What follows belongs to an exercise in optimizing a design on an open flow for small area; a production flow would make more cautious choices. Only simulation tests tie the RTL to the original design; equivalence was not proved. Power is estimated from default activity; no workload was simulated.

==> module SpiSlaveReceiver, before the edit <==
module SpiSlaveReceiver(
  input         clock,
  input         reset,
  input         io_Strobe,
  input  [7:0]  io_InputBuffer,
  input  [31:0] io_DataBlockSize,
  output        io_CommandReadFinished,
  output        io_ArgumentReadFinished,
  output        io_ReadSuccess,
  output [5:0]  io_Command,
  output [31:0] io_CommandArgument,
  output [31:0] io_WritingAddress,
  output        io_WaitingWriteToken
);
  function automatic [31:0] inc32(input [31:0] x);
    integer i;
    reg c;
    begin
      c = 1'b1;
      for (i = 0; i < 32; i = i + 1) begin
        inc32[i] = x[i] ^ c;
        c = c & x[i];
      end
    end
  endfunction
  function automatic [16:0] add16(input [15:0] a, input [15:0] b, input cin);
    integer i;
    reg c;
    begin
      c = cin;
      for (i = 0; i < 16; i = i + 1) begin
        add16[i] = a[i] ^ b[i] ^ c;
        c = (a[i] & b[i]) | (c & (a[i] ^ b[i]));
      end
      add16[16] = c;
    end
  endfunction
  wire       stb = io_Strobe;
  wire [7:0] mo = io_InputBuffer;
  reg  [1:0]  state;
  reg  [1:0]  writestate;
  reg         readSuccess;
  reg  [5:0]  command;
  reg  [31:0] argument;
  reg  [31:0] writingAddress;
  reg  [31:0] counter;
  reg         addCarry;
  wire s0 = state == 2'd0;
  wire s1 = state == 2'd1;
  wire s2 = state == 2'd2;
  wire s3 = state == 2'd3;
  wire w0 = writestate == 2'd0;
  wire w1 = writestate == 2'd1;
  wire w2 = writestate == 2'd2;
  wire cmdStart = ~mo[7] & mo[6];
  wire isCmd24 = command == 6'd24;
  wire isCmd25 = command == 6'd25;
  wire isWrite = isCmd24 | isCmd25;
  wire isMultiple = isCmd25;
  wire [31:0] counterInc = inc32(counter);
  wire blockEnd = counter == io_DataBlockSize;
  wire argLast = counter[1:0] == 2'd3;
  wire crcLast = counter[1];
  wire [16:0] addLo = add16(writingAddress[15:0], io_DataBlockSize[15:0], 1'b0);
  wire [16:0] addHi = add16(writingAddress[31:16], io_DataBlockSize[31:16], addCarry);
  wire tokenOk = isMultiple ? (mo == 8'hfc) : (mo == 8'hfe);
  always @(posedge clock) begin
    addCarry <= addLo[16];
    if (reset) begin
      state <= 2'd0;
    end else if (stb) begin
      case (state)
        2'd0: if (cmdStart) state <= 2'd1;
        2'd1: if (argLast) state <= 2'd2;
        2'd2: state <= (mo[0] & isWrite) ? 2'd3 : 2'd0;
        2'd3: begin
          if (w0) begin
            if (mo == 8'hfd) state <= 2'd0;
          end else if (w2 & crcLast) begin
            state <= isMultiple ? 2'd3 : 2'd0;
          end
        end
      endcase
    end
    if (reset) begin
      writestate <= 2'd0;
    end else if (stb) begin
      if (s2) begin
        if (mo[0]) writestate <= 2'd0;
      end else if (s3) begin
        if (w0) begin
          if (tokenOk) writestate <= 2'd1;
        end else if (w1) begin
          if (blockEnd) writestate <= 2'd2;
        end else if (w2) begin
          if (crcLast) writestate <= 2'd0;
        end
      end
    end
    if (reset) begin
      readSuccess <= 1'b0;
    end else if (stb) begin
      if (s0) readSuccess <= 1'b0;
      else if (s2) readSuccess <= mo[0];
    end
    if (stb & s0 & cmdStart) command <= mo[5:0];
    if (stb & s1) begin
      case (counter[1:0])
        2'd0: argument[31:24] <= mo;
        2'd1: argument[23:16] <= mo;
        2'd2: argument[15:8] <= mo;
        2'd3: argument[7:0] <= mo;
      endcase
    end
    if (stb) begin
      if (s2) begin
        if (mo[0] & isWrite) writingAddress <= argument;
      end else if (s3 & w2 & crcLast) begin
        writingAddress <= {addHi[15:0], addLo[15:0]};
      end
    end
    if (stb) begin
      if (s0) begin
        if (cmdStart) counter <= 32'd0;
      end else if (s1) begin
        counter <= counterInc;
      end else if (s3) begin
        if (w0) counter <= 32'd1;
        else if (w1) counter <= blockEnd ? 32'd1 : counterInc;
        else if (w2) counter <= crcLast ? 32'd0 : counterInc;
      end
    end
  end
  assign io_CommandReadFinished  = ~s0;
  assign io_ArgumentReadFinished = state[1];
  assign io_ReadSuccess          = readSuccess;
  assign io_Command              = command;
  assign io_CommandArgument      = argument;
  assign io_WritingAddress       = writingAddress;
  assign io_WaitingWriteToken    = w0;
endmodule
==> module SpiMasterReceiver, before the edit <==
module SpiMasterReceiver(
  input         clock,
  input         reset,
  input         io_Strobe,
  input  [7:0]  io_InputBuffer,
  input  [31:0] io_DataBlockSize,
  input         io_CommandReadFinished,
  input  [5:0]  io_Command,
  output [31:0] io_DataBlocksCount,
  output        io_DataBlocksCountChanged,
  output        io_IsDataReading,
  output        io_IsBusy
);
  function automatic [31:0] inc32(input [31:0] x);
    integer i;
    reg c;
    begin
      c = 1'b1;
      for (i = 0; i < 32; i = i + 1) begin
        inc32[i] = x[i] ^ c;
        c = c & x[i];
      end
    end
  endfunction
  wire       stb = io_Strobe;
  wire [7:0] mi = io_InputBuffer;
  reg  [2:0]  state;
  reg  [31:0] counter;
  reg         initialized;
  reg         counterChanged;
  wire dataReading = (state == 3'd5) | ((state == 3'd6) & ~counter[0]);
  wire isCsd = (io_Command == 6'd9) | (io_Command == 6'd10);
  wire [31:0] counterInc = inc32(counter);
  wire packetEnd = counterInc == (isCsd ? 32'd16 : io_DataBlockSize);
  wire counterZero = counter == 32'd0;
  always @(posedge clock) begin
    if (reset) begin
      state <= 3'd1;
      counter <= 32'd0;
      initialized <= 1'b0;
    end else if (stb) begin
      initialized <= initialized | io_CommandReadFinished;
      case (state)
        3'd0: if (mi == 8'hff) state <= 3'd1;
        3'd1: begin
          counter <= 32'd0;
          if (initialized & ~mi[7]) begin
            if (io_Command == 6'd12) state <= 3'd0;
            else if (io_Command == 6'd8 || io_Command == 6'd58) state <= 3'd2;
            else if (io_Command == 6'd17 || io_Command == 6'd18 || isCsd) state <= 3'd3;
            else state <= 3'd1;
          end
        end
        3'd2: begin
          if (counter[1:0] == 2'd3) state <= 3'd1;
          else counter <= counterInc;
        end
        3'd3: begin
          if (mi == 8'hfe) state <= 3'd4;
          else if (mi[7:5] == 3'd0) state <= 3'd1;
        end
        3'd4: begin
          state <= packetEnd ? 3'd6 : 3'd5;
        end
        3'd5: begin
          if (packetEnd) begin
            state <= 3'd6;
            counter <= 32'd0;
          end else begin
            counter <= counterInc;
          end
        end
        3'd6: begin
          if (~counter[0]) counter <= 32'd1;
          else state <= 3'd1;
        end
        default: ;
      endcase
    end
    if (reset) counterChanged <= ~counterZero;
    else if (stb) begin
      case (state)
        3'd1: counterChanged <= ~counterZero;
        3'd2: counterChanged <= counter[1:0] != 2'd3;
        3'd5: counterChanged <= packetEnd ? ~counterZero : 1'b1;
        3'd6: counterChanged <= ~counter[0];
        default: counterChanged <= 1'b0;
      endcase
    end else counterChanged <= 1'b0;
  end
  assign io_DataBlocksCount = counter;
  assign io_DataBlocksCountChanged = counterChanged;
  assign io_IsDataReading = dataReading;
  assign io_IsBusy = state == 3'd0;
endmodule
export LEC_CHECK = 0
export ABC_AREA = 1
export CAP_MARGIN = 20
export CORE_MARGIN = 2
export CORE_UTILIZATION = 40
export SLEW_MARGIN = 20
create_clock -name core_clock -period 10.0 [get_ports {clock}]
standard.sh (not shown) runs the stock make flow with config.mk's settings and CLKGATE_MAP_FILE= SYNTH_SCRIPT=/design/flow/synth_recipe.tcl, a recipe that flattens the netlist after the stock synthesis.
==> flow/flow/run.sh <==
#!/bin/bash
# The standard layout (standard.sh), with three changes to how it is made:
# - synthesis maps logic with the ABC script in flow/abc_area.script, which
#   recovers more area than ORFS's (registers are mapped before ABC runs,
#   so they are the standard synthesis's);
#   ABC also maps the adders (ADDER_MAP_FILE is left empty), instead of
#   Yosys's full- and half-adder extraction;
# - port buffers are the smallest buffer, buf_1;
# - clock tree synthesis uses larger sink clusters and no dummy loads.
set -euo pipefail
rm -rf scripts_local
cp -r "$FLOW_HOME/scripts" scripts_local
cp flow/abc_area.script scripts_local/abc_area.script
export BUFFER_PORTS_ARGS="-buffer_cell sky130_fd_sc_hd__buf_1"
export CTS_ARGS="-sink_clustering_enable -repair_clock_nets -dont_use_dummy_load -sink_clustering_size 16 -sink_clustering_max_diameter 60 -buf_list sky130_fd_sc_hd__clkbuf_8"
bash standard.sh SCRIPTS_DIR="$PWD/scripts_local" ADDER_MAP_FILE= finish > standard.log 2>&1
==> flow/flow/abc_area.script <==
strash
dc2
strash
&get -n
&deepsyn -T 40
&dch -f
&nf -R 1000
&put
strash
&get -n
&dch -f
&nf -R 1000
&put
topo
stime -c
dnsize -c
Rerun with:
--- a/flow/design.v
+++ b/flow/design.v
@@ -38,8 +38,9 @@
   wire       stb = io_Strobe;
   wire [7:0] mo = io_InputBuffer;
   reg  [1:0]  state;
   reg  [1:0]  writestate;
+  reg         isMultiple;
   reg         readSuccess;
   reg  [5:0]  command;
   reg  [31:0] argument;
   reg  [31:0] writingAddress;
@@ -55,9 +56,8 @@
   wire cmdStart = ~mo[7] & mo[6];
   wire isCmd24 = command == 6'd24;
   wire isCmd25 = command == 6'd25;
   wire isWrite = isCmd24 | isCmd25;
-  wire isMultiple = isCmd25;
   wire [31:0] counterInc = inc32(counter);
   wire blockEnd = counter == io_DataBlockSize;
   wire argLast = counter[1:0] == 2'd3;
   wire crcLast = counter[1];
@@ -102,8 +102,9 @@
     end else if (stb) begin
       if (s0) readSuccess <= 1'b0;
       else if (s2) readSuccess <= mo[0];
     end
+    if (stb & s2 & mo[0]) isMultiple <= isCmd25;
     if (stb & s0 & cmdStart) command <= mo[5:0];
     if (stb & s1) begin
       case (counter[1:0])
         2'd0: argument[31:24] <= mo;
@@ -186,10 +187,10 @@
   wire [7:0] mi = io_InputBuffer;
   reg  [2:0]  state;
   reg  [31:0] counter;
   reg         initialized;
+  reg         dataReading;
   reg         counterChanged;
-  wire dataReading = (state == 3'd5) | ((state == 3'd6) & ~counter[0]);
   wire isCsd = (io_Command == 6'd9) | (io_Command == 6'd10);
   wire [31:0] counterInc = inc32(counter);
   wire packetEnd = counterInc == (isCsd ? 32'd16 : io_DataBlockSize);
   wire counterZero = counter == 32'd0;
@@ -197,8 +198,9 @@
     if (reset) begin
       state <= 3'd1;
       counter <= 32'd0;
       initialized <= 1'b0;
+      dataReading <= 1'b0;
     end else if (stb) begin
       initialized <= initialized | io_CommandReadFinished;
       case (state)
         3'd0: if (mi == 8'hff) state <= 3'd1;
@@ -219,8 +221,9 @@
           if (mi == 8'hfe) state <= 3'd4;
           else if (mi[7:5] == 3'd0) state <= 3'd1;
         end
         3'd4: begin
+          dataReading <= 1'b1;
           state <= packetEnd ? 3'd6 : 3'd5;
         end
         3'd5: begin
           if (packetEnd) begin
@@ -230,8 +233,9 @@
             counter <= counterInc;
           end
         end
         3'd6: begin
+          dataReading <= 1'b0;
           if (~counter[0]) counter <= 32'd1;
           else state <= 3'd1;
         end
         default: ;
What happened: Global-route usage fell by 1.4 points; total power fell by 3.2%; non-clock buffer count rose by 5; wire length fell by 4.5%; worst setup slack gains 0.16 ns; worst hold slack loses 0.048 ns.

## re-timing with driven ports
The results above use ideal ports. As a check the final layouts listed here were re-extracted and re-timed, cells and wires unchanged. Step 1 sets driving cells, clkbuf_16 on the clock port and buf_2 on the other inputs (assumed; they add their load-dependent delay and slew). Step 2 moves the port delays by t, midway between the first and last clock arrival at a register: inputs arrive t later, outputs are due t later. That takes back most of the time a late clock gives input paths. Slacks: ideal ports / drivers / drivers and shift; pairs: ideal ports / drivers.
| run | t, ns | slack for setup (ns) | hold slack, ns | worst setup path after step 2 |
|---|---|---|---|---|
| the first run | 0.627 | 2.638 / 2.592 / 2.771 | 0.355 / 0.355 / 0.355 | register to register |
| the second run | 0.648 | 2.802 / 2.754 / 3.335 | 0.307 / 0.307 / 0.307 | register to register |
After both steps setup and hold are still met in every run listed.
